What follows belongs to an exercise in optimizing a design on an open flow for small area and a short achievable clock period; a production flow would make more cautious choices.
In this exercise RTL edits were held to simulation tests only and were not proved equivalent to the original.

**flow/config.mk**
```make
export PLATFORM = sky130hd
export DESIGN_NAME = Pipeline_1
export DESIGN_NICKNAME = Pipeline_1
export VERILOG_FILES = /design/flow/design.v
export SDC_FILE = /design/flow/constraint.sdc
export NUM_CORES = 4
export LEC_CHECK = 0
export ABC_AREA = 1
export CAP_MARGIN = 20
export CORE_MARGIN = 2
export CORE_UTILIZATION = 75
export CTS_BUF_LIST = sky130_fd_sc_hd__clkbuf_8
export PLACE_DENSITY = 0.85
export SLEW_MARGIN = 20
export SYNTH_HIERARCHICAL = 1
export SYNTH_MINIMUM_KEEP_SIZE = 0
```
**flow/constraint.sdc**
```tcl
create_clock -name core_clock -period 36.0 [get_ports {clk}]
set_input_delay 7.2000 -clock core_clock [delete_from_list [all_inputs] [get_ports {clk}]]
set_output_delay 7.2000 -clock core_clock [all_outputs]
set_load 0.01 [all_outputs]
```
**flow/design.v**
```verilog
`timescale 1ns / 1ps
module Pipeline_1(
input clk,rst,
input [7:0]a,b,c,d,
output [7:0]out
    );
  wire nd1 = ~d[0];
  wire nd2 = ~d[1];
  wire nd3 = ~d[2];
  wire nd4 = ~d[3];
  wire nd5 = ~d[4];
  wire nd6 = ~d[5];
  wire nd7 = ~d[6];
  wire nd8 = ~d[7];
  wire g9 = a[0] & b[0];
  wire g10 = a[1] & b[1];
  wire g11 = a[2] & b[2];
  wire g12 = a[3] & b[3];
  wire g13 = a[4] & b[4];
  wire g14 = a[5] & b[5];
  wire g15 = a[6] & b[6];
  wire g16 = a[7] & b[7];
  wire x17 = a[0] ^ b[0];
  wire x18 = a[1] ^ b[1];
  wire x19 = a[2] ^ b[2];
  wire x20 = a[3] ^ b[3];
  wire x21 = a[4] ^ b[4];
  wire x22 = a[5] ^ b[5];
  wire x23 = a[6] ^ b[6];
  wire x24 = a[7] ^ b[7];
  wire G25 = g10 | (x18 & g9);
  wire P26 = x18 & x17;
  wire G27 = g12 | (x20 & g11);
  wire P28 = x20 & x19;
  wire G29 = g11 | (x19 & G25);
  wire P30 = x19 & P26;
  wire G31 = G27 | (P28 & G25);
  wire P32 = P28 & P26;
  wire G33 = g14 | (x22 & g13);
  wire P34 = x22 & x21;
  wire G35 = g16 | (x24 & g15);
  wire P36 = x24 & x23;
  wire G37 = g15 | (x23 & G33);
  wire P38 = x23 & P34;
  wire G39 = G35 | (P36 & G33);
  wire P40 = P36 & P34;
  wire G41 = g13 | (x21 & G31);
  wire P42 = x21 & P32;
  wire G43 = G33 | (P34 & G31);
  wire P44 = P34 & P32;
  wire G45 = G37 | (P38 & G31);
  wire P46 = P38 & P32;
  wire G47 = G39 | (P40 & G31);
  wire P48 = P40 & P32;
  wire s49 = x18 ^ g9;
  wire s50 = x19 ^ G25;
  wire s51 = x20 ^ G29;
  wire s52 = x21 ^ G31;
  wire s53 = x22 ^ G41;
  wire s54 = x23 ^ G43;
  wire s55 = x24 ^ G45;
  wire g56 = c[0] & nd1;
  wire g57 = c[1] & nd2;
  wire g58 = c[2] & nd3;
  wire g59 = c[3] & nd4;
  wire g60 = c[4] & nd5;
  wire g61 = c[5] & nd6;
  wire g62 = c[6] & nd7;
  wire g63 = c[7] & nd8;
  wire x64 = c[0] ^ nd1;
  wire x65 = c[1] ^ nd2;
  wire x66 = c[2] ^ nd3;
  wire x67 = c[3] ^ nd4;
  wire x68 = c[4] ^ nd5;
  wire x69 = c[5] ^ nd6;
  wire x70 = c[6] ^ nd7;
  wire x71 = c[7] ^ nd8;
  wire g72 = c[0] | nd1;
  wire G73 = g57 | (x65 & g72);
  wire P74 = x65 & x64;
  wire G75 = g59 | (x67 & g58);
  wire P76 = x67 & x66;
  wire G77 = g58 | (x66 & G73);
  wire P78 = x66 & P74;
  wire G79 = G75 | (P76 & G73);
  wire P80 = P76 & P74;
  wire G81 = g61 | (x69 & g60);
  wire P82 = x69 & x68;
  wire G83 = g63 | (x71 & g62);
  wire P84 = x71 & x70;
  wire G85 = g62 | (x70 & G81);
  wire P86 = x70 & P82;
  wire G87 = G83 | (P84 & G81);
  wire P88 = P84 & P82;
  wire G89 = g60 | (x68 & G79);
  wire P90 = x68 & P80;
  wire G91 = G81 | (P82 & G79);
  wire P92 = P82 & P80;
  wire G93 = G85 | (P86 & G79);
  wire P94 = P86 & P80;
  wire G95 = G87 | (P88 & G79);
  wire P96 = P88 & P80;
  wire s97 = ~x64;
  wire s98 = x65 ^ g72;
  wire s99 = x66 ^ G73;
  wire s100 = x67 ^ G77;
  wire s101 = x68 ^ G79;
  wire s102 = x69 ^ G89;
  wire s103 = x70 ^ G91;
  wire s104 = x71 ^ G93;
  reg [7:0] R1_s, R1_t, R1_d;
  reg R1_v;
  always @(posedge clk) begin
    R1_s <= {s55, s54, s53, s52, s51, s50, s49, x17};
    R1_t <= {s104, s103, s102, s101, s100, s99, s98, s97};
    R1_d <= d;
    R1_v <= ~rst & (|d);
  end
  wire pp105 = R1_s[0] & R1_t[0];
  wire pp106 = R1_s[1] & R1_t[0];
  wire pp107 = R1_s[2] & R1_t[0];
  wire pp108 = R1_s[3] & R1_t[0];
  wire pp109 = R1_s[4] & R1_t[0];
  wire pp110 = R1_s[5] & R1_t[0];
  wire pp111 = R1_s[6] & R1_t[0];
  wire pp112 = R1_s[7] & R1_t[0];
  wire pp113 = R1_s[0] & R1_t[1];
  wire pp114 = R1_s[1] & R1_t[1];
  wire pp115 = R1_s[2] & R1_t[1];
  wire pp116 = R1_s[3] & R1_t[1];
  wire pp117 = R1_s[4] & R1_t[1];
  wire pp118 = R1_s[5] & R1_t[1];
  wire pp119 = R1_s[6] & R1_t[1];
  wire pp120 = R1_s[7] & R1_t[1];
  wire pp121 = R1_s[0] & R1_t[2];
  wire pp122 = R1_s[1] & R1_t[2];
  wire pp123 = R1_s[2] & R1_t[2];
  wire pp124 = R1_s[3] & R1_t[2];
  wire pp125 = R1_s[4] & R1_t[2];
  wire pp126 = R1_s[5] & R1_t[2];
  wire pp127 = R1_s[6] & R1_t[2];
  wire pp128 = R1_s[7] & R1_t[2];
  wire pp129 = R1_s[0] & R1_t[3];
  wire pp130 = R1_s[1] & R1_t[3];
  wire pp131 = R1_s[2] & R1_t[3];
  wire pp132 = R1_s[3] & R1_t[3];
  wire pp133 = R1_s[4] & R1_t[3];
  wire pp134 = R1_s[5] & R1_t[3];
  wire pp135 = R1_s[6] & R1_t[3];
  wire pp136 = R1_s[7] & R1_t[3];
  wire pp137 = R1_s[0] & R1_t[4];
  wire pp138 = R1_s[1] & R1_t[4];
  wire pp139 = R1_s[2] & R1_t[4];
  wire pp140 = R1_s[3] & R1_t[4];
  wire pp141 = R1_s[4] & R1_t[4];
  wire pp142 = R1_s[5] & R1_t[4];
  wire pp143 = R1_s[6] & R1_t[4];
  wire pp144 = R1_s[7] & R1_t[4];
  wire pp145 = R1_s[0] & R1_t[5];
  wire pp146 = R1_s[1] & R1_t[5];
  wire pp147 = R1_s[2] & R1_t[5];
  wire pp148 = R1_s[3] & R1_t[5];
  wire pp149 = R1_s[4] & R1_t[5];
  wire pp150 = R1_s[5] & R1_t[5];
  wire pp151 = R1_s[6] & R1_t[5];
  wire pp152 = R1_s[7] & R1_t[5];
  wire pp153 = R1_s[0] & R1_t[6];
  wire pp154 = R1_s[1] & R1_t[6];
  wire pp155 = R1_s[2] & R1_t[6];
  wire pp156 = R1_s[3] & R1_t[6];
  wire pp157 = R1_s[4] & R1_t[6];
  wire pp158 = R1_s[5] & R1_t[6];
  wire pp159 = R1_s[6] & R1_t[6];
  wire pp160 = R1_s[7] & R1_t[6];
  wire pp161 = R1_s[0] & R1_t[7];
  wire pp162 = R1_s[1] & R1_t[7];
  wire pp163 = R1_s[2] & R1_t[7];
  wire pp164 = R1_s[3] & R1_t[7];
  wire pp165 = R1_s[4] & R1_t[7];
  wire pp166 = R1_s[5] & R1_t[7];
  wire pp167 = R1_s[6] & R1_t[7];
  wire pp168 = R1_s[7] & R1_t[7];
  wire s169 = pp111 ^ pp118;
  wire c170 = pp111 & pp118;
  wire s171 = pp112 ^ pp119 ^ pp126;
  wire c172 = (pp112 & pp119) | (pp126 & (pp112 ^ pp119));
  wire s173 = pp133 ^ pp140;
  wire c174 = pp133 & pp140;
  wire s175 = pp120 ^ pp127 ^ pp134;
  wire c176 = (pp120 & pp127) | (pp134 & (pp120 ^ pp127));
  wire s177 = pp141 ^ pp148;
  wire c178 = pp141 & pp148;
  wire s179 = pp128 ^ pp135 ^ pp142;
  wire c180 = (pp128 & pp135) | (pp142 & (pp128 ^ pp135));
  wire s181 = pp109 ^ pp116;
  wire c182 = pp109 & pp116;
  wire s183 = pp110 ^ pp117 ^ pp124;
  wire c184 = (pp110 & pp117) | (pp124 & (pp110 ^ pp117));
  wire s185 = pp131 ^ pp138;
  wire c186 = pp131 & pp138;
  wire s187 = pp125 ^ pp132 ^ pp139;
  wire c188 = (pp125 & pp132) | (pp139 & (pp125 ^ pp132));
  wire s189 = pp146 ^ pp153 ^ s169;
  wire c190 = (pp146 & pp153) | (s169 & (pp146 ^ pp153));
  wire s191 = pp147 ^ pp154 ^ pp161;
  wire c192 = (pp147 & pp154) | (pp161 & (pp147 ^ pp154));
  wire s193 = c170 ^ s171 ^ s173;
  wire c194 = (c170 & s171) | (s173 & (c170 ^ s171));
  wire s195 = pp155 ^ pp162 ^ c172;
  wire c196 = (pp155 & pp162) | (c172 & (pp155 ^ pp162));
  wire s197 = c174 ^ s175 ^ s177;
  wire c198 = (c174 & s175) | (s177 & (c174 ^ s175));
  wire s199 = pp149 ^ pp156 ^ pp163;
  wire c200 = (pp149 & pp156) | (pp163 & (pp149 ^ pp156));
  wire s201 = c176 ^ c178 ^ s179;
  wire c202 = (c176 & c178) | (s179 & (c176 ^ c178));
  wire s203 = pp136 ^ pp143 ^ pp150;
  wire c204 = (pp136 & pp143) | (pp150 & (pp136 ^ pp143));
  wire s205 = pp157 ^ pp164 ^ c180;
  wire c206 = (pp157 & pp164) | (c180 & (pp157 ^ pp164));
  wire s207 = pp144 ^ pp151 ^ pp158;
  wire c208 = (pp144 & pp151) | (pp158 & (pp144 ^ pp151));
  wire s209 = pp108 ^ pp115;
  wire c210 = pp108 & pp115;
  wire s211 = pp123 ^ pp130 ^ pp137;
  wire c212 = (pp123 & pp130) | (pp137 & (pp123 ^ pp130));
  wire s213 = pp145 ^ c182 ^ s183;
  wire c214 = (pp145 & c182) | (s183 & (pp145 ^ c182));
  wire s215 = c184 ^ c186 ^ s187;
  wire c216 = (c184 & c186) | (s187 & (c184 ^ c186));
  wire s217 = c188 ^ c190 ^ s191;
  wire c218 = (c188 & c190) | (s191 & (c188 ^ c190));
  wire s219 = c192 ^ c194 ^ s195;
  wire c220 = (c192 & c194) | (s195 & (c192 ^ c194));
  wire s221 = c196 ^ c198 ^ s199;
  wire c222 = (c196 & c198) | (s199 & (c196 ^ c198));
  wire s223 = c200 ^ c202 ^ s203;
  wire c224 = (c200 & c202) | (s203 & (c200 ^ c202));
  wire s225 = pp165 ^ c204 ^ c206;
  wire c226 = (pp165 & c204) | (c206 & (pp165 ^ c204));
  wire s227 = pp152 ^ pp159 ^ pp166;
  wire c228 = (pp152 & pp159) | (pp166 & (pp152 ^ pp159));
  wire s229 = pp107 ^ pp114;
  wire c230 = pp107 & pp114;
  wire s231 = pp122 ^ pp129 ^ s209;
  wire c232 = (pp122 & pp129) | (s209 & (pp122 ^ pp129));
  wire s233 = s181 ^ c210 ^ s211;
  wire c234 = (s181 & c210) | (s211 & (s181 ^ c210));
  wire s235 = s185 ^ c212 ^ s213;
  wire c236 = (s185 & c212) | (s213 & (s185 ^ c212));
  wire s237 = s189 ^ c214 ^ s215;
  wire c238 = (s189 & c214) | (s215 & (s189 ^ c214));
  wire s239 = s193 ^ c216 ^ s217;
  wire c240 = (s193 & c216) | (s217 & (s193 ^ c216));
  wire s241 = s197 ^ c218 ^ s219;
  wire c242 = (s197 & c218) | (s219 & (s197 ^ c218));
  wire s243 = s201 ^ c220 ^ s221;
  wire c244 = (s201 & c220) | (s221 & (s201 ^ c220));
  wire s245 = s205 ^ c222 ^ s223;
  wire c246 = (s205 & c222) | (s223 & (s205 ^ c222));
  wire s247 = s207 ^ c224 ^ s225;
  wire c248 = (s207 & c224) | (s225 & (s207 ^ c224));
  wire s249 = c208 ^ c226 ^ s227;
  wire c250 = (c208 & c226) | (s227 & (c208 ^ c226));
  wire s251 = pp160 ^ pp167 ^ c228;
  wire c252 = (pp160 & pp167) | (c228 & (pp160 ^ pp167));
  wire g253 = pp106 & pp113;
  wire g254 = pp121 & s229;
  wire g255 = c230 & s231;
  wire g256 = c232 & s233;
  wire g257 = c234 & s235;
  wire g258 = c236 & s237;
  wire g259 = c238 & s239;
  wire g260 = c240 & s241;
  wire g261 = c242 & s243;
  wire g262 = c244 & s245;
  wire g263 = c246 & s247;
  wire g264 = c248 & s249;
  wire g265 = c250 & s251;
  wire g266 = pp168 & c252;
  wire x267 = pp106 ^ pp113;
  wire x268 = pp121 ^ s229;
  wire x269 = c230 ^ s231;
  wire x270 = c232 ^ s233;
  wire x271 = c234 ^ s235;
  wire x272 = c236 ^ s237;
  wire x273 = c238 ^ s239;
  wire x274 = c240 ^ s241;
  wire x275 = c242 ^ s243;
  wire x276 = c244 ^ s245;
  wire x277 = c246 ^ s247;
  wire x278 = c248 ^ s249;
  wire x279 = c250 ^ s251;
  wire x280 = pp168 ^ c252;
  wire G281 = g253 | (x267 & 1'b0);
  wire P282 = x267 & pp105;
  wire G283 = g255 | (x269 & g254);
  wire P284 = x269 & x268;
  wire G285 = g254 | (x268 & G281);
  wire P286 = x268 & P282;
  wire G287 = G283 | (P284 & G281);
  wire P288 = P284 & P282;
  wire G289 = g257 | (x271 & g256);
  wire P290 = x271 & x270;
  wire G291 = g259 | (x273 & g258);
  wire P292 = x273 & x272;
  wire G293 = g258 | (x272 & G289);
  wire P294 = x272 & P290;
  wire G295 = G291 | (P292 & G289);
  wire P296 = P292 & P290;
  wire G297 = g256 | (x270 & G287);
  wire P298 = x270 & P288;
  wire G299 = G289 | (P290 & G287);
  wire P300 = P290 & P288;
  wire G301 = G293 | (P294 & G287);
  wire P302 = P294 & P288;
  wire G303 = G295 | (P296 & G287);
  wire P304 = P296 & P288;
  wire G305 = g261 | (x275 & g260);
  wire P306 = x275 & x274;
  wire G307 = g263 | (x277 & g262);
  wire P308 = x277 & x276;
  wire G309 = g262 | (x276 & G305);
  wire P310 = x276 & P306;
  wire G311 = G307 | (P308 & G305);
  wire P312 = P308 & P306;
  wire G313 = g265 | (x279 & g264);
  wire P314 = x279 & x278;
  wire G315 = 1'b0 | (1'b0 & g266);
  wire P316 = 1'b0 & x280;
  wire G317 = g266 | (x280 & G313);
  wire P318 = x280 & P314;
  wire G319 = G315 | (P316 & G313);
  wire P320 = P316 & P314;
  wire G321 = g264 | (x278 & G311);
  wire P322 = x278 & P312;
  wire G323 = G313 | (P314 & G311);
  wire P324 = P314 & P312;
  wire G325 = G317 | (P318 & G311);
  wire P326 = P318 & P312;
  wire G327 = G319 | (P320 & G311);
  wire P328 = P320 & P312;
  wire G329 = g260 | (x274 & G303);
  wire P330 = x274 & P304;
  wire G331 = G305 | (P306 & G303);
  wire P332 = P306 & P304;
  wire G333 = G309 | (P310 & G303);
  wire P334 = P310 & P304;
  wire G335 = G311 | (P312 & G303);
  wire P336 = P312 & P304;
  wire G337 = G321 | (P322 & G303);
  wire P338 = P322 & P304;
  wire G339 = G323 | (P324 & G303);
  wire P340 = P324 & P304;
  wire G341 = G325 | (P326 & G303);
  wire P342 = P326 & P304;
  wire G343 = G327 | (P328 & G303);
  wire P344 = P328 & P304;
  wire ps345 = x267 ^ 1'b0;
  wire ps346 = x268 ^ G281;
  wire ps347 = x269 ^ G285;
  wire ps348 = x270 ^ G287;
  wire ps349 = x271 ^ G297;
  wire ps350 = x272 ^ G299;
  wire ps351 = x273 ^ G301;
  wire ps352 = x274 ^ G303;
  wire ps353 = x275 ^ G329;
  wire ps354 = x276 ^ G331;
  wire ps355 = x277 ^ G333;
  wire ps356 = x278 ^ G335;
  wire ps357 = x279 ^ G337;
  wire ps358 = x280 ^ G339;
  wire ps359 = 1'b0 ^ G341;
  wire hz360 = ~(R1_d[1] | R1_d[2] | R1_d[3] | R1_d[4] | R1_d[5] | R1_d[6] | R1_d[7]);
  wire b361 = ~ps359 & R1_d[0];
  wire ge362 = ~b361 & hz360;
  wire r363 = ps359 ^ (ge362 & R1_d[0]);
  wire hz364 = ~(R1_d[2] | R1_d[3] | R1_d[4] | R1_d[5] | R1_d[6] | R1_d[7]);
  wire b365 = ~ps358 & R1_d[0];
  wire b366 = (r363 ^ R1_d[1]) ? ~r363 : b365;
  wire ge367 = ~b366 & hz364;
  wire r368 = ps358 ^ (ge367 & R1_d[0]);
  wire r369 = r363 ^ (ge367 & (R1_d[1] ^ b365));
  wire hz370 = ~(R1_d[3] | R1_d[4] | R1_d[5] | R1_d[6] | R1_d[7]);
  wire b371 = ~ps357 & R1_d[0];
  wire b372 = (r368 ^ R1_d[1]) ? ~r368 : b371;
  wire b373 = (r369 ^ R1_d[2]) ? ~r369 : b372;
  wire ge374 = ~b373 & hz370;
  wire r375 = ps357 ^ (ge374 & R1_d[0]);
  wire r376 = r368 ^ (ge374 & (R1_d[1] ^ b371));
  wire r377 = r369 ^ (ge374 & (R1_d[2] ^ b372));
  wire hz378 = ~(R1_d[4] | R1_d[5] | R1_d[6] | R1_d[7]);
  wire b379 = ~ps356 & R1_d[0];
  wire b380 = (r375 ^ R1_d[1]) ? ~r375 : b379;
  wire b381 = (r376 ^ R1_d[2]) ? ~r376 : b380;
  wire b382 = (r377 ^ R1_d[3]) ? ~r377 : b381;
  wire ge383 = ~b382 & hz378;
  wire r384 = ps356 ^ (ge383 & R1_d[0]);
  wire r385 = r375 ^ (ge383 & (R1_d[1] ^ b379));
  wire r386 = r376 ^ (ge383 & (R1_d[2] ^ b380));
  wire r387 = r377 ^ (ge383 & (R1_d[3] ^ b381));
  wire hz388 = ~(R1_d[5] | R1_d[6] | R1_d[7]);
  wire b389 = ~ps355 & R1_d[0];
  wire b390 = (r384 ^ R1_d[1]) ? ~r384 : b389;
  wire b391 = (r385 ^ R1_d[2]) ? ~r385 : b390;
  wire b392 = (r386 ^ R1_d[3]) ? ~r386 : b391;
  wire b393 = (r387 ^ R1_d[4]) ? ~r387 : b392;
  wire ge394 = ~b393 & hz388;
  wire r395 = ps355 ^ (ge394 & R1_d[0]);
  wire r396 = r384 ^ (ge394 & (R1_d[1] ^ b389));
  wire r397 = r385 ^ (ge394 & (R1_d[2] ^ b390));
  wire r398 = r386 ^ (ge394 & (R1_d[3] ^ b391));
  wire r399 = r387 ^ (ge394 & (R1_d[4] ^ b392));
  wire hz400 = ~(R1_d[6] | R1_d[7]);
  wire b401 = ~ps354 & R1_d[0];
  wire b402 = (r395 ^ R1_d[1]) ? ~r395 : b401;
  wire b403 = (r396 ^ R1_d[2]) ? ~r396 : b402;
  wire b404 = (r397 ^ R1_d[3]) ? ~r397 : b403;
  wire b405 = (r398 ^ R1_d[4]) ? ~r398 : b404;
  wire b406 = (r399 ^ R1_d[5]) ? ~r399 : b405;
  wire ge407 = ~b406 & hz400;
  wire r408 = ps354 ^ (ge407 & R1_d[0]);
  wire r409 = r395 ^ (ge407 & (R1_d[1] ^ b401));
  wire r410 = r396 ^ (ge407 & (R1_d[2] ^ b402));
  wire r411 = r397 ^ (ge407 & (R1_d[3] ^ b403));
  wire r412 = r398 ^ (ge407 & (R1_d[4] ^ b404));
  wire r413 = r399 ^ (ge407 & (R1_d[5] ^ b405));
  reg [9:0] R2_p;
  reg [5:0] R2_r;
  reg [7:0] R2_d;
  reg R2_v;
  always @(posedge clk) begin
    R2_p <= {ps353, ps352, ps351, ps350, ps349, ps348, ps347, ps346, ps345, pp105};
    R2_r <= {r413, r412, r411, r410, r409, r408};
    R2_d <= {R1_d[7], R1_d[6], R1_d[5], R1_d[4], R1_d[3], R1_d[2], R1_d[1], R1_d[0]};
    R2_v <= ~rst & R1_v;
  end
  wire hz414 = ~(R2_d[7]);
  wire b415 = ~R2_p[9] & R2_d[0];
  wire b416 = (R2_r[0] ^ R2_d[1]) ? ~R2_r[0] : b415;
  wire b417 = (R2_r[1] ^ R2_d[2]) ? ~R2_r[1] : b416;
  wire b418 = (R2_r[2] ^ R2_d[3]) ? ~R2_r[2] : b417;
  wire b419 = (R2_r[3] ^ R2_d[4]) ? ~R2_r[3] : b418;
  wire b420 = (R2_r[4] ^ R2_d[5]) ? ~R2_r[4] : b419;
  wire b421 = (R2_r[5] ^ R2_d[6]) ? ~R2_r[5] : b420;
  wire ge422 = ~b421 & hz414;
  wire r423 = R2_p[9] ^ (ge422 & R2_d[0]);
  wire r424 = R2_r[0] ^ (ge422 & (R2_d[1] ^ b415));
  wire r425 = R2_r[1] ^ (ge422 & (R2_d[2] ^ b416));
  wire r426 = R2_r[2] ^ (ge422 & (R2_d[3] ^ b417));
  wire r427 = R2_r[3] ^ (ge422 & (R2_d[4] ^ b418));
  wire r428 = R2_r[4] ^ (ge422 & (R2_d[5] ^ b419));
  wire r429 = R2_r[5] ^ (ge422 & (R2_d[6] ^ b420));
  wire b430 = ~R2_p[8] & R2_d[0];
  wire b431 = (r423 ^ R2_d[1]) ? ~r423 : b430;
  wire b432 = (r424 ^ R2_d[2]) ? ~r424 : b431;
  wire b433 = (r425 ^ R2_d[3]) ? ~r425 : b432;
  wire b434 = (r426 ^ R2_d[4]) ? ~r426 : b433;
  wire b435 = (r427 ^ R2_d[5]) ? ~r427 : b434;
  wire b436 = (r428 ^ R2_d[6]) ? ~r428 : b435;
  wire b437 = (r429 ^ R2_d[7]) ? ~r429 : b436;
  wire ge438 = ~b437;
  wire r439 = R2_p[8] ^ (ge438 & R2_d[0]);
  wire r440 = r423 ^ (ge438 & (R2_d[1] ^ b430));
  wire r441 = r424 ^ (ge438 & (R2_d[2] ^ b431));
  wire r442 = r425 ^ (ge438 & (R2_d[3] ^ b432));
  wire r443 = r426 ^ (ge438 & (R2_d[4] ^ b433));
  wire r444 = r427 ^ (ge438 & (R2_d[5] ^ b434));
  wire r445 = r428 ^ (ge438 & (R2_d[6] ^ b435));
  wire r446 = r429 ^ (ge438 & (R2_d[7] ^ b436));
  wire b447 = ~R2_p[7] & R2_d[0];
  wire b448 = (r439 ^ R2_d[1]) ? ~r439 : b447;
  wire b449 = (r440 ^ R2_d[2]) ? ~r440 : b448;
  wire b450 = (r441 ^ R2_d[3]) ? ~r441 : b449;
  wire b451 = (r442 ^ R2_d[4]) ? ~r442 : b450;
  wire b452 = (r443 ^ R2_d[5]) ? ~r443 : b451;
  wire b453 = (r444 ^ R2_d[6]) ? ~r444 : b452;
  wire b454 = (r445 ^ R2_d[7]) ? ~r445 : b453;
  wire ge455 = r446 | ~b454;
  wire r456 = R2_p[7] ^ (ge455 & R2_d[0]);
  wire r457 = r439 ^ (ge455 & (R2_d[1] ^ b447));
  wire r458 = r440 ^ (ge455 & (R2_d[2] ^ b448));
  wire r459 = r441 ^ (ge455 & (R2_d[3] ^ b449));
  wire r460 = r442 ^ (ge455 & (R2_d[4] ^ b450));
  wire r461 = r443 ^ (ge455 & (R2_d[5] ^ b451));
  wire r462 = r444 ^ (ge455 & (R2_d[6] ^ b452));
  wire r463 = r445 ^ (ge455 & (R2_d[7] ^ b453));
  wire b464 = ~R2_p[6] & R2_d[0];
  wire b465 = (r456 ^ R2_d[1]) ? ~r456 : b464;
  wire b466 = (r457 ^ R2_d[2]) ? ~r457 : b465;
  wire b467 = (r458 ^ R2_d[3]) ? ~r458 : b466;
  wire b468 = (r459 ^ R2_d[4]) ? ~r459 : b467;
  wire b469 = (r460 ^ R2_d[5]) ? ~r460 : b468;
  wire b470 = (r461 ^ R2_d[6]) ? ~r461 : b469;
  wire b471 = (r462 ^ R2_d[7]) ? ~r462 : b470;
  wire ge472 = r463 | ~b471;
  wire r473 = R2_p[6] ^ (ge472 & R2_d[0]);
  wire r474 = r456 ^ (ge472 & (R2_d[1] ^ b464));
  wire r475 = r457 ^ (ge472 & (R2_d[2] ^ b465));
  wire r476 = r458 ^ (ge472 & (R2_d[3] ^ b466));
  wire r477 = r459 ^ (ge472 & (R2_d[4] ^ b467));
  wire r478 = r460 ^ (ge472 & (R2_d[5] ^ b468));
  wire r479 = r461 ^ (ge472 & (R2_d[6] ^ b469));
  wire r480 = r462 ^ (ge472 & (R2_d[7] ^ b470));
  wire b481 = ~R2_p[5] & R2_d[0];
  wire b482 = (r473 ^ R2_d[1]) ? ~r473 : b481;
  wire b483 = (r474 ^ R2_d[2]) ? ~r474 : b482;
  wire b484 = (r475 ^ R2_d[3]) ? ~r475 : b483;
  wire b485 = (r476 ^ R2_d[4]) ? ~r476 : b484;
  wire b486 = (r477 ^ R2_d[5]) ? ~r477 : b485;
  wire b487 = (r478 ^ R2_d[6]) ? ~r478 : b486;
  wire b488 = (r479 ^ R2_d[7]) ? ~r479 : b487;
  wire ge489 = r480 | ~b488;
  wire r490 = R2_p[5] ^ (ge489 & R2_d[0]);
  wire r491 = r473 ^ (ge489 & (R2_d[1] ^ b481));
  wire r492 = r474 ^ (ge489 & (R2_d[2] ^ b482));
  wire r493 = r475 ^ (ge489 & (R2_d[3] ^ b483));
  wire r494 = r476 ^ (ge489 & (R2_d[4] ^ b484));
  wire r495 = r477 ^ (ge489 & (R2_d[5] ^ b485));
  wire r496 = r478 ^ (ge489 & (R2_d[6] ^ b486));
  wire r497 = r479 ^ (ge489 & (R2_d[7] ^ b487));
  wire b498 = ~R2_p[4] & R2_d[0];
  wire b499 = (r490 ^ R2_d[1]) ? ~r490 : b498;
  wire b500 = (r491 ^ R2_d[2]) ? ~r491 : b499;
  wire b501 = (r492 ^ R2_d[3]) ? ~r492 : b500;
  wire b502 = (r493 ^ R2_d[4]) ? ~r493 : b501;
  wire b503 = (r494 ^ R2_d[5]) ? ~r494 : b502;
  wire b504 = (r495 ^ R2_d[6]) ? ~r495 : b503;
  wire b505 = (r496 ^ R2_d[7]) ? ~r496 : b504;
  wire ge506 = r497 | ~b505;
  wire r507 = R2_p[4] ^ (ge506 & R2_d[0]);
  wire r508 = r490 ^ (ge506 & (R2_d[1] ^ b498));
  wire r509 = r491 ^ (ge506 & (R2_d[2] ^ b499));
  wire r510 = r492 ^ (ge506 & (R2_d[3] ^ b500));
  wire r511 = r493 ^ (ge506 & (R2_d[4] ^ b501));
  wire r512 = r494 ^ (ge506 & (R2_d[5] ^ b502));
  wire r513 = r495 ^ (ge506 & (R2_d[6] ^ b503));
  wire r514 = r496 ^ (ge506 & (R2_d[7] ^ b504));
  wire b515 = ~R2_p[3] & R2_d[0];
  wire b516 = (r507 ^ R2_d[1]) ? ~r507 : b515;
  wire b517 = (r508 ^ R2_d[2]) ? ~r508 : b516;
  wire b518 = (r509 ^ R2_d[3]) ? ~r509 : b517;
  wire b519 = (r510 ^ R2_d[4]) ? ~r510 : b518;
  wire b520 = (r511 ^ R2_d[5]) ? ~r511 : b519;
  wire b521 = (r512 ^ R2_d[6]) ? ~r512 : b520;
  wire b522 = (r513 ^ R2_d[7]) ? ~r513 : b521;
  wire ge523 = r514 | ~b522;
  wire r524 = R2_p[3] ^ (ge523 & R2_d[0]);
  wire r525 = r507 ^ (ge523 & (R2_d[1] ^ b515));
  wire r526 = r508 ^ (ge523 & (R2_d[2] ^ b516));
  wire r527 = r509 ^ (ge523 & (R2_d[3] ^ b517));
  wire r528 = r510 ^ (ge523 & (R2_d[4] ^ b518));
  wire r529 = r511 ^ (ge523 & (R2_d[5] ^ b519));
  wire r530 = r512 ^ (ge523 & (R2_d[6] ^ b520));
  wire r531 = r513 ^ (ge523 & (R2_d[7] ^ b521));
  wire b532 = ~R2_p[2] & R2_d[0];
  wire b533 = (r524 ^ R2_d[1]) ? ~r524 : b532;
  wire b534 = (r525 ^ R2_d[2]) ? ~r525 : b533;
  wire b535 = (r526 ^ R2_d[3]) ? ~r526 : b534;
  wire b536 = (r527 ^ R2_d[4]) ? ~r527 : b535;
  wire b537 = (r528 ^ R2_d[5]) ? ~r528 : b536;
  wire b538 = (r529 ^ R2_d[6]) ? ~r529 : b537;
  wire b539 = (r530 ^ R2_d[7]) ? ~r530 : b538;
  wire ge540 = r531 | ~b539;
  wire r541 = R2_p[2] ^ (ge540 & R2_d[0]);
  wire r542 = r524 ^ (ge540 & (R2_d[1] ^ b532));
  wire r543 = r525 ^ (ge540 & (R2_d[2] ^ b533));
  wire r544 = r526 ^ (ge540 & (R2_d[3] ^ b534));
  wire r545 = r527 ^ (ge540 & (R2_d[4] ^ b535));
  wire r546 = r528 ^ (ge540 & (R2_d[5] ^ b536));
  wire r547 = r529 ^ (ge540 & (R2_d[6] ^ b537));
  wire r548 = r530 ^ (ge540 & (R2_d[7] ^ b538));
  reg [1:0] R3_p;
  reg [7:0] R3_r;
  reg [5:0] R3_q;
  reg [7:0] R3_d;
  reg R3_v;
  always @(posedge clk) begin
    R3_p <= {R2_p[1], R2_p[0]};
    R3_r <= {r548, r547, r546, r545, r544, r543, r542, r541};
    R3_q <= {ge455, ge472, ge489, ge506, ge523, ge540};
    R3_d <= {R2_d[7], R2_d[6], R2_d[5], R2_d[4], R2_d[3], R2_d[2], R2_d[1], R2_d[0]};
    R3_v <= ~rst & R2_v;
  end
  wire [7:0] seg3_out;
  Pipeline_1_seg3 u_seg3 (
    .p({R3_p[1], R3_p[0]}),
    .r({R3_r[7], R3_r[6], R3_r[5], R3_r[4], R3_r[3], R3_r[2], R3_r[1], R3_r[0]}),
    .q({R3_q[5], R3_q[4], R3_q[3], R3_q[2], R3_q[1], R3_q[0]}),
    .d({R3_d[7], R3_d[6], R3_d[5], R3_d[4], R3_d[3], R3_d[2], R3_d[1], R3_d[0]}),
    .v({R3_v}),
    .o_out(seg3_out)
  );
  assign out = {seg3_out[7], seg3_out[6], seg3_out[5], seg3_out[4], seg3_out[3], seg3_out[2], seg3_out[1], seg3_out[0]};
endmodule
module Pipeline_1_seg3(
  input [1:0] p,
  input [7:0] r,
  input [5:0] q,
  input [7:0] d,
  input [0:0] v,
  output [7:0] o_out
);
  wire b1 = ~p[1] & d[0];
  wire b2 = (r[0] ^ d[1]) ? ~r[0] : b1;
  wire b3 = (r[1] ^ d[2]) ? ~r[1] : b2;
  wire b4 = (r[2] ^ d[3]) ? ~r[2] : b3;
  wire b5 = (r[3] ^ d[4]) ? ~r[3] : b4;
  wire b6 = (r[4] ^ d[5]) ? ~r[4] : b5;
  wire b7 = (r[5] ^ d[6]) ? ~r[5] : b6;
  wire b8 = (r[6] ^ d[7]) ? ~r[6] : b7;
  wire ge9 = r[7] | ~b8;
  wire r10 = p[1] ^ (ge9 & d[0]);
  wire r11 = r[0] ^ (ge9 & (d[1] ^ b1));
  wire r12 = r[1] ^ (ge9 & (d[2] ^ b2));
  wire r13 = r[2] ^ (ge9 & (d[3] ^ b3));
  wire r14 = r[3] ^ (ge9 & (d[4] ^ b4));
  wire r15 = r[4] ^ (ge9 & (d[5] ^ b5));
  wire r16 = r[5] ^ (ge9 & (d[6] ^ b6));
  wire r17 = r[6] ^ (ge9 & (d[7] ^ b7));
  wire b18 = ~p[0] & d[0];
  wire b19 = (r10 ^ d[1]) ? ~r10 : b18;
  wire b20 = (r11 ^ d[2]) ? ~r11 : b19;
  wire b21 = (r12 ^ d[3]) ? ~r12 : b20;
  wire b22 = (r13 ^ d[4]) ? ~r13 : b21;
  wire b23 = (r14 ^ d[5]) ? ~r14 : b22;
  wire b24 = (r15 ^ d[6]) ? ~r15 : b23;
  wire b25 = (r16 ^ d[7]) ? ~r16 : b24;
  wire ge26 = r17 | ~b25;
  wire r27 = p[0] ^ (ge26 & d[0]);
  wire r28 = r10 ^ (ge26 & (d[1] ^ b18));
  wire r29 = r11 ^ (ge26 & (d[2] ^ b19));
  wire r30 = r12 ^ (ge26 & (d[3] ^ b20));
  wire r31 = r13 ^ (ge26 & (d[4] ^ b21));
  wire r32 = r14 ^ (ge26 & (d[5] ^ b22));
  wire r33 = r15 ^ (ge26 & (d[6] ^ b23));
  wire r34 = r16 ^ (ge26 & (d[7] ^ b24));
  wire o35 = ge26 & v[0];
  wire o36 = ge9 & v[0];
  wire o37 = q[0] & v[0];
  wire o38 = q[1] & v[0];
  wire o39 = q[2] & v[0];
  wire o40 = q[3] & v[0];
  wire o41 = q[4] & v[0];
  wire o42 = q[5] & v[0];
  assign o_out = {o42, o41, o40, o39, o38, o37, o36, o35};
endmodule
```
**flow/flow/run.sh**
```bash
#!/bin/bash
# Own flow: the standard layout (standard.sh, unchanged synthesis, floorplan,
# power grid, placement, CTS and routing), except that the port buffers that
# global placement inserts are plain sky130_fd_sc_hd__buf_2 cells instead of the
# default delay-cell buffers. make's full output goes to standard.log here; ORFS
# also keeps each step's own log under orfs/logs/.
set -euo pipefail
export BUFFER_PORTS_ARGS="-buffer_cell sky130_fd_sc_hd__buf_2"
export SETUP_SLACK_MARGIN=25.5
bash standard.sh > standard.log 2>&1
```
**flow/standard.sh**
```bash
#!/bin/bash
# synth_recipe.tcl (not shown) runs the flow's synth.tcl, then flattens the netlist and writes it again
# the make line also repeats each setting of config.mk as NAME=value (left out here)
make -C /OpenROAD-flow-scripts/flow DESIGN_CONFIG=/design/flow/config.mk WORK_HOME=/design/flow/orfs CLKGATE_MAP_FILE= SYNTH_SCRIPT=/design/flow/synth_recipe.tcl "${@:-finish}"
```
==> summary.md, run 1 <==
The run finished with no timing, DRC or antenna violations. The number of maximum-capacitance constraint violations is 0, and the detailed-routing iteration count for the pre-antenna-repair pass is 8. The net count of the mapped netlist is 1363, and the chip width is 110 µm. Synthesis inferred 75 register bits. The aggregate negative setup slack was 0 ns. At the worst endpoint, the required time is 36.28 ns.

In this run the deepest clock path goes through 2 buffers. Measured against its own limit, the worst slew margin works out to 43.4%. The ratio of final minimum period to clock period came out at 28.6%. The tools report the placeable core region as 10800 µm². The first routing iteration left 524 violations. The fraction of final layout cells with drive strength greater than 1 is 19.7%, and the clock sink total is 75. For the hold buffer count at cts, the log shows 0. After synthesis, flip-flops and latches occupy 18.0% of the total area.

The height of the die came out at 110 µm. Global routing finished with a remaining overflow of 0. The count of final hold-check violations was 0; the global-route wire length before repair was 28200 µm.

The biggest area contributor in the post-synthesis netlist is dfxtp_1. Each instance of the synthesized netlist takes up on average 6.68 µm².

The number of different library cells used by synthesis comes to 41. For the final database, setup skew stands at 0.0126 ns. The initial standard-cell utilization of the core came out at 77.1%. The cell with the largest stage delay on the worst path was dfxtp_4. STA classifies the critical path startpoint as a flip-flop. After detailed routing, the total wire length is 19900 µm. Setup violations remaining at the end of the flow were counted as 0. Prevailing post-synth register cell: dfxtp_1. After detailed routing, the number of remaining DRC violations is 0.

Number of enable flip-flop cells after synthesis: 0. Half-perimeter wire length after detailed placement: 13200 µm. Yosys printed 7 warnings. In this run the core area contains 38 standard-cell rows. The tools report the number of global-route vias before repair as 6911. By area the synthesized netlist is led by dfxtp_1 18%, nand2_1 16%, inv_1 11%, fa_1 11%, xor2_1 9.0%.

The run gives 10.57 ns as the data arrival time of the critical path. The most frequent cell on the critical path is nand2_2. Entering global routing, the biggest net connects 25 pins.

STA classifies the critical path endpoint as a flip-flop. The number of levels in the clock H-tree was 3; the number of antenna-violating nets in the routed design was 0. TritonCTS built the clock tree. The cell sitting at the root of the clock tree is a clkbuf_8. For this run, the total global-route usage over all layers was measured as 29.6%. In this run the worst path has a maximum fanout of 12. Input and output buffers added on the ports amount to 41.

On the worst path, the slowest cell contributes a delay of 0.36 ns. The number of antenna violations at the first check in global routing is 0. At the pin with the least slew margin, the transition time is 0.847 ns. The total via count in the routed design is 7826, and the synthesis-to-finish area growth is 11.2%. The type of the worst setup path was reg -> reg.

In this run the count of I/O pins placed on the die edge is 42. Clock latency on the worst-skew pair, taken at its later pin, is 0.38 ns. Number of inserted diodes: 0.

Ratio of routed vias to standard cells: 5.39. The smallest clock period supported by the final layout is computed as 10.30 ns. In the final routed layout, each cell accounts on average for 13.7 µm. The async set or reset register ratio after synthesis is 0%.

In this run the worst hold path is classified as reg -> reg. For the net total in the final layout, the log shows 1417. For the number of pins with negative max-slew slack in the final report, the log shows 0. For the last weighted congestion value of the routability-driven placer, the log shows 0.874. In this run, CTS created clock tree buffers numbering 9.

Counting every instance in the synthesized netlist gives 1252. The cell area that synthesis handed to floorplanning was 8360 µm². Summed over its instances, the top area cell type makes up 18.0% of the synthesized netlist area. Setup repair after global routing left no endpoint under its margin. Clock-pin slew was measured on the worst setup and hold paths at 0.09 ns. The die covers 12000 µm². Slack of the worst reg-to-reg path: 25.70 ns. The highest attainable clock frequency was 97.1 MHz.
==> metal layers <==
metal	track usage, %	vias to the layer above	wire, µm
met2	56.8	302	10600
li1	-	3858	-
met3	4.62	74	1060
met4	12.3	0	783
met5	0	-	0
met1	31.8	3592	7460
==> Yosys cell counts (all sizes together) (3+ instances only) <==
cell type,number
nand2,423
inv,247
nand3,154
xor2,91
dfxtp,75
fa,44
nor2,37
ha,33
o21ai,29
buf,26
a21oi,24
clkbuf,21
xnor2,15
or2,7
nand3b,5
a21o,3
nand4,3
nor4,3
==> final cells by class <==
type	count	area, µm²
Clock buffer	11	151
Sequential cell	75	1520
Inverter	249	942
Fill cell	657	1540
Timing Repair inverter	2	10.0
Multi-Input combinational cell	883	5840
Tap cell	140	175
Clock inverter	5	60.1
Timing Repair Buffer	86	602
==> worst max-delay path: cells and delay by family, from the launching register on <==
family	cells	cell delay, ns
compound gates	1	0.17
simple gates	105	8.92
flops	1	0.36
xor+xnor	2	0.51
buf+inv	2	0.20
==> kinds of logic after synthesis <==
logic type	after synthesis	share of synthesized area (%)
adders and majority gates	78	15.6
xor gates and xnor gates	108	12.2
DFF	75	18.0
and+or+nand+nor	632	35.6
AOI/OAI and AO/OA	62	4.14
buffers and inverters	297	14.6
==> path summary, 6_finish.rpt <==
| check | from | cells past startpoint | to |
|---|---|---|---|
| setup / recovery | R2_d[0] | 110 | R3_r[2] |
| hold / removal | R2_p[0] | 0 | R3_p[0] |
| setup reg to reg | R2_d[0] | 110 | R3_r[2] |
| hold reg to reg | R2_p[0] | 0 | R3_p[0] |
==> layout by cell type (no fill, tap or decap), types with 5 or more instances in the layout <==
cell type / instances
a21oi_1: 23
buf_2: 41
buf_4: 40
clkbuf_8: 11
dfxtp_1: 66
dfxtp_2: 6
fa_1: 44
ha_1: 33
inv_1: 243
nand2_1: 345
nand2_2: 71
nand2_4: 7
nand3_1: 117
nand3_2: 36
nand3b_1: 5
nor2_1: 36
o21ai_0: 24
or2_2: 7
xnor2_1: 14
xor2_1: 82
xor2_2: 7
==> flip-flops by register name, summed over array words and instances, names as in the netlist <==
name,cells
R1_d,8
R1_s,8
R1_t,8
R1_v,1
R2_d,8
R2_p,10
R2_r,6
R2_v,1
R3_d,8
R3_p,2
R3_q,6
R3_r,8
R3_v,1
==> what timing repair did <==
action,4_1_cts,5_1_grt
setup endpoints to repair,7,15
setup buffers,0,38
resized for setup,2,58
gates cloned,1,5
hold endpoints to repair,0,0
pin swaps,0,14
==> per-stage QoR <==
stage / util [%] / setup slack (ns) / cells / hold slack (ns) / cell area, µm²
floorplan: - / 26.89 / 1252 / 0.310 / 8360
global placement: 78.5 / 25.88 / 1391 / 0.311 / 8500
detailed placement: 78.5 / 25.39 / 1391 / 0.316 / 8500
CTS: 80.5 / 25.76 / 1408 / 0.334 / 8730
global route: 85.8 / 24.81 / 1451 / 0.338 / 9300
finish: 85.8 / 25.70 / 1451 / 0.331 / 9300
==> Yosys stat by module (local to each module, per instance) <==
module / cells / copies in the design / cell area [µm²]
Pipeline_1: 1111 / 1 / 7650
Pipeline_1_seg3: 141 / 1 / 708
==> inputs of run 2 (changes only) <==
--- a/flow/config.mk
+++ b/flow/config.mk
@@ -9,7 +9,6 @@
 export CAP_MARGIN = 20
 export CORE_MARGIN = 2
-export CORE_UTILIZATION = 75
+export CORE_UTILIZATION = 60
 export CTS_BUF_LIST = sky130_fd_sc_hd__clkbuf_8
-export PLACE_DENSITY = 0.85
 export SLEW_MARGIN = 20
 export SYNTH_HIERARCHICAL = 1
==> summary.md, run 2 <==
The number of cells produced by synthesis is 1252 (unchanged), and the fraction of final layout cells with drive strength greater than 1 is 17.8% (-1.9 points). The chip width is 122 µm (+11%). The data required time at the worst endpoint was 28.80 ns (-7.48 ns); the initial DRC count was 249 (-52%). The number of maximum-capacitance constraint violations was 0 (unchanged); the total via count in the routed design was 7216 (-7.8%). The run gives 8360 µm² (unchanged) as the combined area of all synthesized cells. By area the synthesized netlist is led by dfxtp_1 18%, nand2_1 16%, inv_1 11%, fa_1 11%, xor2_1 9.0%. Actual slew at the worst max-slew pin: 0.866 ns (+0.0182 ns).

The ratio of routed vias to standard cells was 4.89 (-9.3%). The hold buffer count at cts is 0 (unchanged). The count of final hold-check violations is 0 (unchanged), and the number of antenna-violating nets in the routed design is 0 (unchanged). The port buffer count works out to 41 (unchanged). The highest routing layer actually used was met4.

The share of Yosys cell area claimed by the top area cell type works out to 18.0% (unchanged). The run gives 23.1% (-6.4 points) as the total routing resource utilization after global routing. The height of the die was 122 µm (+11%); the sum of overflow across all layers after global routing was 0 (unchanged). The net count of the mapped netlist came out at 1363 (unchanged). The clock period minus worst slack came out at 9.83 ns (-0.466 ns).

dfxtp_1 takes more of the synthesized area than any other cell. The net total in the final layout was 1401 (-1.1%). The nature of the critical path startpoint was a flip-flop. The placeable core region is 13800 µm² (+27%), and the number of setup violations in the final report is 0 (unchanged).

Leaving out fill and tap cells, the most frequent cells in the layout are 351 x nand2_1, 245 x inv_1, 118 x nand3_1. The post-placement setup slack is 25.50 ns (+0.103 ns). The count of distinct cell types in the synthesized netlist is 41 (unchanged). The clock sink total was 75 (unchanged). The area of the die is 14900 µm² (+24%). The worst register-to-register path begins at R2_d[2].

Ratio of final minimum period to clock period: 27.3% (-1.3 points). TritonCTS built the clock tree. The run gives 7 (unchanged) as the synthesis warning total. CTS placed an instance of clkbuf_8 at the clock tree root. For the routed length on met2, the log shows 8530 µm (-20%). For the met3 wire length, the log shows 449 µm (-58%). The worst slew margin relative to its limit is 42.2% (-1.2 points). The flow ran to the end and the layout has no timing, DRC or antenna violations. Average size of a mapped cell: 6.68 µm² (unchanged). Length of routed wiring on met1: 7630 µm (+2.2%).

The tools report the number of inserted diodes as 0 (unchanged). In the synthesized netlist the dominant register cell turns out to be dfxtp_1. The floorplan row count was 43 (+13%); the async set or reset register ratio after synthesis was 0% (unchanged). The highest attainable clock frequency came out at 102 MHz (+4.7%). The logs give 0.0158 ns (+0.00315 ns) for the setup clock skew after layout and 0.37 ns (about the same) for the clock latency on the worst-skew pair. For the last weighted congestion value of the routability-driven placer, the log shows 0.834 (-4.7%).

Largest fanout of any net on the critical path: 12 (unchanged). The sequential-to-total area share from yosys stat was 18.0% (unchanged); the number of pins with negative max-slew slack in the final report was 0 (unchanged). The synthesis-to-finish area growth is 8.80%. DRC violation count after routing: 0 (unchanged). The worst hold path class is reg -> reg.

Tracing the worst setup path back leads to its startpoint at R3_d[1]. The logs give 16800 µm (-16%) for the total routed wirelength and 6498 (-6.0%) for the number of global-route vias before repair. The run gives 42 (unchanged) as the number of ports placed on the die boundary.

nand2_1 is the most common cell in the netlist. The clock buffer count from CTS is 9 (unchanged). Setup repair after global routing could not meet its margin everywhere. The worst setup path is captured at an output port. The type of the worst setup path was reg -> out. The startpoint identified for the worst hold timing path is R2_p[0]. The number of antenna violations at the first check in global routing was 0 (unchanged); the number of inserted filler cells in the final layout was 1308 (+99%).

The flip-flop count of the largest register after layout works out to 10 (unchanged). The wire length per cell after detailed routing was 11.4 µm (-17%); the number of enable flip-flop cells after synthesis was 0 (unchanged). The detailed-routing iteration count for the pre-antenna-repair pass was 4 (-4). Half-perimeter wire length after detailed placement: 13200 µm (-0.15%). The logs give 26.17 ns (+0.466 ns) for the final setup slack of the worst path and 60.7% (-16 points) for the initial standard-cell utilization of the core. The library cell used most frequently in the layout, excluding fill and tap cells, is nand2_1.

The number of levels in the clock H-tree is 3 (unchanged). The clock transition at the registers of the reported paths came out at 0.07 ns (-0.02 ns). The run gives 2.63 ns (-7.94 ns) as the data arrival time of the critical path. The global-route wire length before repair came out at 28000 µm (-0.47%). The count of state elements after synthesis works out to 75 (unchanged).

The maximum number of pins on one net before global-route repair came out at 25 (unchanged). The largest register by flop count was R2_p. The maximum number of buffers from clock root to sink is 2 (unchanged), and the aggregate negative setup slack is 0 ns (unchanged).

After synthesis, the most frequently instantiated cells are 357 x nand2_1, 245 x inv_1, 120 x nand3_1.
## run 2: worst max-delay path, stage by stage, from the launching register on
cell     delay [ns]
dfxtp_1        0.39
inv_1          0.08
nand2_2        0.10
nand3_2        0.11
nand3_2        0.09
nand3_2        0.08
nand3_2        0.09
nand3_2        0.08
nand3_2        0.08
nand3_2        0.06
nand2_2        0.23
nand2_1        0.11
xor2_1         0.19
nand2_1        0.08
o21ai_0        0.07
inv_1          0.05
nand2_1        0.08
nand2_1        0.05
nand2_1        0.07
a21oi_2        0.05
buf_2          0.13
## run 2: final timing paths
kind / endpoint / slack, ns / depth (start not counted)
min: R3_p[0] / 0.33 / 0
max: out[0] / 26.17 / 20
min reg2reg: R3_p[0] / 0.33 / 0
max reg2reg: R3_r[4] / 26.49 / 105
## run 2: layer usage
layer | track usage, % | vias to the layer above
li1 | - | 3828
met1 | 28.3 | 3275
met2 | 42.2 | 94
met3 | 3.65 | 19
met4 | 5.75 | 0
met5 | 0 | -
## run 2: timing repair
item | in CTS | in global routing
pin swaps | 0 | 10
gates resized for setup | 1 | 40
cloned | 0 | 8
buffers inserted | 0 | 21
setup endpoints to repair | 7 | 15
## run 2: stage by stage
step	hold WS (ns)	area, µm²	utilization [%]	cells
floorplan	0.310	8360	-	1252
detailed placement	0.316	8550	62.1	1430
finish	0.330	9100	66.1	1475
global route	0.339	9100	66.1	1475
CTS	0.333	8710	63.2	1446
global placement	0.312	8550	62.1	1430
## run 2: modules after synthesis (local to each module, per instance)
module / flops+latches / copies in the design / cells
Pipeline_1: 75 / 1 / 1111
Pipeline_1_seg3: 0 / 1 / 141
## run 2: final cells by class
cell class | instances | area [µm²] | share of cell area [%]
Clock buffer | 9 | 124 | 1.36
Clock inverter | 7 | 38.8 | 0.426
Inverter | 249 | 946 | 10.4
Multi-Input combinational cell | 886 | 5790 | 63.7
Sequential cell | 75 | 1520 | 16.7
Tap cell | 180 | 225 | 2.48
Timing Repair Buffer | 68 | 450 | 4.95
Timing Repair inverter | 1 | 5.00 | 0.0550
## run 2: kinds of logic (layout without fill, tap and decap cells)
| family | count (synthesis) | after routing | share of synthesized area, % |
|---|---|---|---|
| AO/OA/AOI/OAI | 62 | 62 | 4.14 |
| flip-flops | 75 | 75 | 18.0 |
| AND/OR/NAND/NOR | 632 | 638 | 35.6 |
| XOR/XNOR | 108 | 108 | 12.2 |
| adder cells (fa/ha/maj) | 78 | 78 | 15.6 |
| buffers and inverters | 297 | 334 | 14.6 |
==> inputs of run 3 (changes only) <==
--- a/flow/flow/run.sh
+++ b/flow/flow/run.sh
@@ -7,4 +7,3 @@
 set -euo pipefail
 export BUFFER_PORTS_ARGS="-buffer_cell sky130_fd_sc_hd__buf_2"
-export SETUP_SLACK_MARGIN=25.5
 bash standard.sh > standard.log 2>&1
==> summary.md, run 3 <==
The run finished with no timing, DRC or antenna violations. For the initial standard-cell utilization of the core, the log shows 60.7% (unchanged). The run gives 43 (unchanged) as the floorplan row count.

The hold buffer count at cts came out at 0 (unchanged). Final design instance area without fill: 8710 µm² (-4.3%). CTS placed an instance of clkbuf_8 at the clock tree root.

The ratio of routed vias to standard cells was 4.83 (-1.3%); the data arrival time of the critical path was 10.76 ns (+8.13 ns). The clock latency on the worst-skew pair was 0.37 ns (about the same); the area of the die was 14900 µm² (unchanged). R2_p holds more flip-flops than any other register. The tools report the sum of overflow across all layers after global routing as 0 (unchanged). The run gives 36.27 ns (+7.47 ns) as the data required time at the worst endpoint. The number of setup buffers added after CTS came out at 0 (unchanged). STA classifies the critical path endpoint as a flip-flop. For this design, the slowest cell found on the critical path is dfxtp_1. The run gives 63.2% (-2.8 points) as the utilization after layout.

The clock period minus worst slack was 10.49 ns (+0.656 ns). The average size of a mapped cell is 6.68 µm² (unchanged), and the post-cts repair resize count is 0 (-1). The height of the die is 122 µm (unchanged). The port buffer count was 41 (unchanged); the last weighted congestion value of the routability-driven placer was 0.834 (unchanged). The maximum number of buffers from clock root to sink was 2 (unchanged); the sequential-to-total area share from yosys stat was 18.0% (unchanged).

The half-perimeter wire length after detailed placement was 13200 µm (unchanged); the number of levels in the clock H-tree was 3 (unchanged). The combined area of all synthesized cells was 8360 µm² (unchanged); the number of ports placed on the die boundary was 42 (unchanged). The worst stage delay on the critical path works out to 0.70 ns (+0.31 ns). The slack of the worst reg-to-reg path is 25.51 ns (-0.98 ns). The maximum number of pins on one net before global-route repair is 25 (unchanged). The number of inserted diodes was 0 (unchanged). The largest fanout of any net on the critical path is 20 (+8), and the setup clock skew after layout is 0.0169 ns (+0.00110 ns). Setup repair after global routing left no endpoint under its margin. For the number of antenna violations at the first check in global routing, the log shows 0 (unchanged). Share of Yosys cell area claimed by the top area cell type: 18.0% (unchanged). Wire length per cell after detailed routing: 11.0 µm (-3.9%). The clock sink total was 75 (unchanged). For the area used by multi-input combinational logic, the log shows 5640 µm² (-2.6%). The logs give 44.2% (+1.9 points) for the worst slew margin relative to its limit and 15900 µm (-5.7%) for the total routed wirelength. TritonCTS built the clock tree. The chip width came out at 122 µm (unchanged).

The net total in the final layout is 1372 (-2.1%), and the cell depth of the worst flop-to-flop path is 104 (-0.95%). The fraction of final layout cells with drive strength greater than 1 was 14.1% (-3.6 points). The library cells used most frequently in the layout, excluding fill and tap cells, are 357 x nand2_1, 248 x inv_1, 120 x nand3_1. The area growth from synthesis to layout is 4.14%. The placeable core region was 13800 µm² (unchanged). After synthesis, the cell types taking the most area are dfxtp_1 18%, nand2_1 16%, inv_1 11%, fa_1 11%, xor2_1 9.0%. The DRC violation count after routing was 0 (unchanged); the number of cells after detailed placement was 1430 (unchanged). The global-route wire length before repair is 28000 µm (unchanged). For the number of inserted filler cells in the final layout, the log shows 1343 (+2.7%). The number of global-route vias before repair was 6498 (unchanged). The tools report the aggregate negative setup slack as 0 ns (unchanged). The number of setup violations in the final report came out at 0 (unchanged). The endpoint identified for the worst register-to-register timing path is R3_r[4]. The prevailing post-synth register cell was dfxtp_1. The ratio of final minimum period to clock period is 29.1% (+1.8 points). The detailed-routing iteration count for the pre-antenna-repair pass was 4 (unchanged). Counting stages on the worst path, the most repeated cell is nand2_2. The clock transition at the registers of the reported paths works out to 0.09 ns (+0.02 ns). The register area came out at 1500 µm² (-1.1%). After synthesis, the most frequently instantiated cells are 357 x nand2_1, 245 x inv_1, 120 x nand3_1. Total via count in the routed design: 6979 (-3.3%). For the count of final hold-check violations, the log shows 0 (unchanged). Of all cell types, the one taking the most synthesized area is dfxtp_1. In this run the worst hold path is classified as reg -> reg. For hold timing, the worst endpoint is R3_p[0]. The reg-to-reg startpoint was R2_d[3]. The async set or reset register ratio after synthesis is 0% (unchanged), and the number of antenna-violating nets in the routed design is 0 (unchanged). For the count of distinct cell types in the synthesized netlist, the log shows 41 (unchanged). The count of cells along the worst hold path is 0 (unchanged), and the count of state elements after synthesis is 75 (unchanged). The worst setup path is launched from a flip-flop. Most numerous cell in the Yosys netlist: nand2_1. The logs give 95.3 MHz (-6.3%) for the highest attainable clock frequency and 249 (unchanged) for the initial DRC count. The synthesis warning total is 7 (unchanged).

The library cell used most frequently in the layout, excluding fill and tap cells, is nand2_1. The number of pins with negative max-slew slack in the final report was 0 (unchanged). The total routing resource utilization after global routing came out at 23.1% (unchanged).

The critical path is of the reg -> reg type. The net count of the mapped netlist was 1363 (unchanged). The run gives 1252 (unchanged) as the number of cells produced by synthesis. The tools report the number of maximum-capacitance constraint violations as 0 (unchanged).

Instance area at placement: 8550 µm² (unchanged). In this run the most critical hold path is launched from R2_p[0]. The actual slew at the worst max-slew pin was 0.836 ns (-0.0291 ns); the flip-flop count of the largest register after layout was 10 (unchanged).

For the post-route non-filler standard cell count, the log shows 1446 (-2.0%). The clock buffer count from CTS is 9 (unchanged), and the number of enable flip-flop cells after synthesis is 0 (unchanged).
## run 3: area by class of cell
cell class	instances	area share (%)
timing repair buffer	46	2.79
sequential	75	17.2
tap	180	2.59
multi-input combinational	880	64.8
inverter	249	10.7
clock inverter	7	0.445
clock buffer	9	1.42
## run 3: logic make-up (layout without fill, tap and decap cells)
group           after synthesis  count (layout)  synth area share [%]
simple gates                632             632                  35.6
buf+inv                     297             311                  14.6
xor+xnor                    108             108                  12.2
fa+ha+maj                    78              78                  15.6
flops                        75              75                  18.0
compound gates               62              62                  4.14
## run 3: worst max-delay path by stage
stage,startpoint,endpoint,depth (start not counted)
2_1_floorplan,R3_d[1],out[0],18
3_3_place_gp,R2_d[3],R3_r[0],97
3_5_place_dp,R2_d[3],R3_r[5],102
4_1_cts,R2_d[3],R3_r[4],102
5_1_grt,R2_d[3],R3_r[4],108
6_report,R2_d[3],R3_r[4],104
## run 3: per-stage QoR
stage | hold WS [ns] | setup slack, ns
final | 0.330 | 25.51
after global routing | 0.339 | 24.04
after CTS | 0.333 | 25.45
after detailed placement | 0.316 | 25.50
after global placement | 0.312 | 25.72
after floorplan | 0.310 | 26.89
## run 3: critical path: cells and delay by family (launching register included)
kind	cells	cell delay [ns]
and+or+nand+nor	101	8.78
DFF	1	0.70
buffers and inverters	1	0.44
xor gates and xnor gates	2	0.48
## run 3: Yosys stat by module, one instance, submodules excluded
module | cell area, µm² | times used
Pipeline_1 | 7650 | 1
Pipeline_1_seg3 | 708 | 1
## run 3: metal layers
metal / GRT usage (%) / vias to the layer above / part of all wire, % / wire length (µm)
li1: - / 3766 / - / -
met1: 28.3 / 3126 / 46 / 7290
met2: 42.2 / 75 / 51 / 8070
met3: 3.65 / 12 / 2.2 / 356
met4: 5.75 / 0 / 1.1 / 168
met5: 0 / - / 0 / 0
==> inputs of run 4 (changes only) <==
--- a/flow/flow/run.sh
+++ b/flow/flow/run.sh
@@ -7,3 +7,4 @@
 set -euo pipefail
 export BUFFER_PORTS_ARGS="-buffer_cell sky130_fd_sc_hd__buf_2"
+export SETUP_SLACK_MARGIN=26.5
 bash standard.sh > standard.log 2>&1
==> summary.md, run 4 <==
The total via count in the routed design is 7838 (+12%). The cell depth of the worst flop-to-flop path is 102 (-1.9%). The setup clock skew after layout is 0.0228 ns (+0.00592 ns), and the initial standard-cell utilization of the core is 60.7% (unchanged). The path class of the tightest hold or removal check is reg -> reg. The average size of a mapped cell came out at 6.68 µm² (unchanged). The clock period minus worst slack was 9.80 ns (-0.689 ns); the chip width was 122 µm (unchanged).

The fraction of final layout cells with drive strength greater than 1 is 31.9% (+18 points), and the highest attainable clock frequency is 102 MHz (+7.0%). The height of the die came out at 122 µm (unchanged). The worst setup path startpoint was R2_d[3]. The worst hold path endpoint was R3_p[0]. The logs give 41.0% (-3.2 points) for the worst slew margin relative to its limit and 0 (unchanged) for the count of final hold-check violations. The count of distinct cell types in the synthesized netlist came out at 41 (unchanged). STA classifies the critical path startpoint as a flip-flop. The async set or reset register ratio after synthesis is 0% (unchanged).

Area of the die: 14900 µm² (unchanged). The logs give 25 (unchanged) for the maximum number of pins on one net before global-route repair and 43 (unchanged) for the floorplan row count. The synthesis-to-finish area growth works out to 24.1%. Sequential-to-total area share from yosys stat: 18.0% (unchanged). Leaving out fill and tap cells, the most frequent cells in the layout are 286 x nand2_1, 235 x inv_1, 108 x nand2_2. The number of enable flip-flop cells after synthesis is 0 (unchanged).

The worst setup path is captured at a flip-flop. The count of state elements after synthesis was 75 (unchanged); the number of ports placed on the die boundary was 42 (unchanged). The type of the worst setup path was reg -> reg. For the number of inserted diodes, the log shows 0 (unchanged). Ranked by flip-flop count, first place goes to R2_p.

TritonCTS built the clock tree. Setup repair after global routing could not meet its margin everywhere. Sorting the synthesized cells by area gives the leading types as dfxtp_1 18%, nand2_1 16%, inv_1 11%, fa_1 11%, xor2_1 9.0%. The count of cells along the worst hold path was 0 (unchanged). The net count of the mapped netlist is 1363 (unchanged). The run gives 1071 (-20%) as the number of inserted filler cells in the final layout. In this run the critical register-to-register path is captured at R3_r[1].

The aggregate negative setup slack is 0 ns (unchanged). The number of antenna violations at the first check in global routing is 0 (unchanged). Most frequent cell on the critical path: nand2_2. Half-perimeter wire length after detailed placement: 13200 µm (unchanged). The number of cells produced by synthesis came out at 1252 (unchanged). The data required time at the worst endpoint is 36.28 ns (about the same). The flip-flop count of the largest register after layout works out to 10 (unchanged). The startpoint of the most critical hold path was R2_p[0]. In the synthesized netlist the dominant register cell turns out to be dfxtp_1. For the total routed wirelength, the log shows 20400 µm (+28%). The clock sink total was 75 (unchanged); the detailed-routing iteration count for the pre-antenna-repair pass was 5 (+1).

The run finished with no timing, DRC or antenna violations. The number of levels in the clock H-tree is 3 (unchanged), and the DRC violation count after routing is 0 (unchanged). The sum of overflow across all layers after global routing is 0 (unchanged). The clock transition at the registers of the reported paths was 0.09 ns (about the same). The cell with the largest stage delay on the worst path is dfxtp_4. The logs give 6520 µm² (+16%) for the area used by multi-input combinational logic and 26.20 ns (+0.69 ns) for the slack of the worst reg-to-reg path. Ratio of final minimum period to clock period: 27.2% (-1.9 points). The largest fanout of any net on the critical path works out to 9 (-55%). The actual slew at the worst max-slew pin is 0.884 ns (+0.0479 ns), and the combined area of all synthesized cells is 8360 µm² (unchanged).
## run 4: cell counts after synthesis
No cell type changed its count.
## run 4: cell type report
cell class	instances	share of cell area (%)
clock buffer	9	1.19
clock inverter	7	0.374
inverter	249	9.17
multi-input combinational	886	62.9
sequential	75	15.0
tap	180	2.17
timing repair buffer	132	9.19
timing repair inverter	1	0.0482
## run 4: Yosys stat by module, one instance, submodules excluded
| module | cell area [µm²] | flops+latches | cells | copies in the design |
|---|---|---|---|---|
| Pipeline_1 | 7650 | 75 | 1111 | 1 |
| Pipeline_1_seg3 | 708 | 0 | 141 | 1 |
## run 4: worst max-delay path by stage
stage                         end  slack, ns  depth (start not counted)
after global routing      R3_r[1]      25.50                        104
after detailed placement  R3_r[5]      25.50                        102
after floorplan            out[0]      26.89                         18
after CTS                  out[0]      26.32                         20
final                     R3_r[1]      26.20                        102
after global placement    R3_r[0]      25.72                         97
## run 4: metrics by stage
| stage | hold WS [ns] | instances | cell area [µm²] | setup WS [ns] |
|---|---|---|---|---|
| floorplan | 0.310 | 1252 | 8360 | 26.89 |
| global placement | 0.312 | 1430 | 8550 | 25.72 |
| detailed placement | 0.316 | 1430 | 8550 | 25.50 |
| CTS | 0.333 | 1467 | 9020 | 26.32 |
| global route | 0.340 | 1539 | 10400 | 25.50 |
| finish | 0.330 | 1539 | 10400 | 26.20 |
## run 4: cells by family after synthesis
kind of cell	Yosys count	share of synthesized area (%)
compound gates	62	4.14
xor+xnor	108	12.2
fa+ha+maj	78	15.6
buf+inv	297	14.6
flops	75	18.0
simple gates	632	35.6
## run 4: layer usage
layer / global-route usage [%] / share of wire [%] / up-vias
met5: 0 / 0 / -
li1: - / - / 3955
met1: 29.8 / 41 / 3658
met3: 3.70 / 3.7 / 45
met2: 44.5 / 53 / 180
met4: 6.54 / 2.4 / 0
## run 4: what timing repair did
action / 4_1_cts / 5_1_grt
endpoints found under the hold margin: 0 / 0
gates cloned: 4 / 4
setup endpoints to repair: 14 / 16
pin swaps: 11 / 79
gates resized for setup: 37 / 211
setup buffers: 17 / 68
## run 4: critical path, delay by kind of cell (launching register included)
kind                      cells  cell delay [ns]
and+or+nand+nor              96             8.08
xor gates and xnor gates      4             0.90
DFF                           1             0.44
buffers and inverters         2             0.27

## afterwards: timing with drivers on the ports
In the flow no input, the clock included, has a driving cell. The finished layouts below were timed again as built, in two steps.
Step 1 assumes that a clkbuf_16 drives the clock port and a buf_2 every other input.
Step 2 times the ports against the registers' clock, not the clock port: input delays grow and output delays shrink by t, the midpoint of the rising clock arrivals with the driver on.
Slacks: ideal / step 1 / step 2; pairs: ideal / step 1.
| run | shift t [ns] | setup slack, ns | worst register clock-pin slew, ns | worst slew at a driven data input, ns | pins driven straight from the clock port |
|---|---|---|---|---|---|
| run 1 | 0.409 | 25.701 / 25.701 / 25.701 | 0.09 / 0.09 | 0.04 | 1 |
| run 2 | 0.396 | 26.167 / 26.133 / 26.487 | 0.08 / 0.08 | 0.03 | 1 |
| run 3 | 0.395 | 25.512 / 25.512 / 25.512 | 0.09 / 0.09 | 0.03 | 1 |
| run 4 | 0.408 | 26.201 / 26.201 / 26.201 | 0.09 / 0.09 | 0.03 | 1 |
After both steps setup and hold are still met in every run listed.
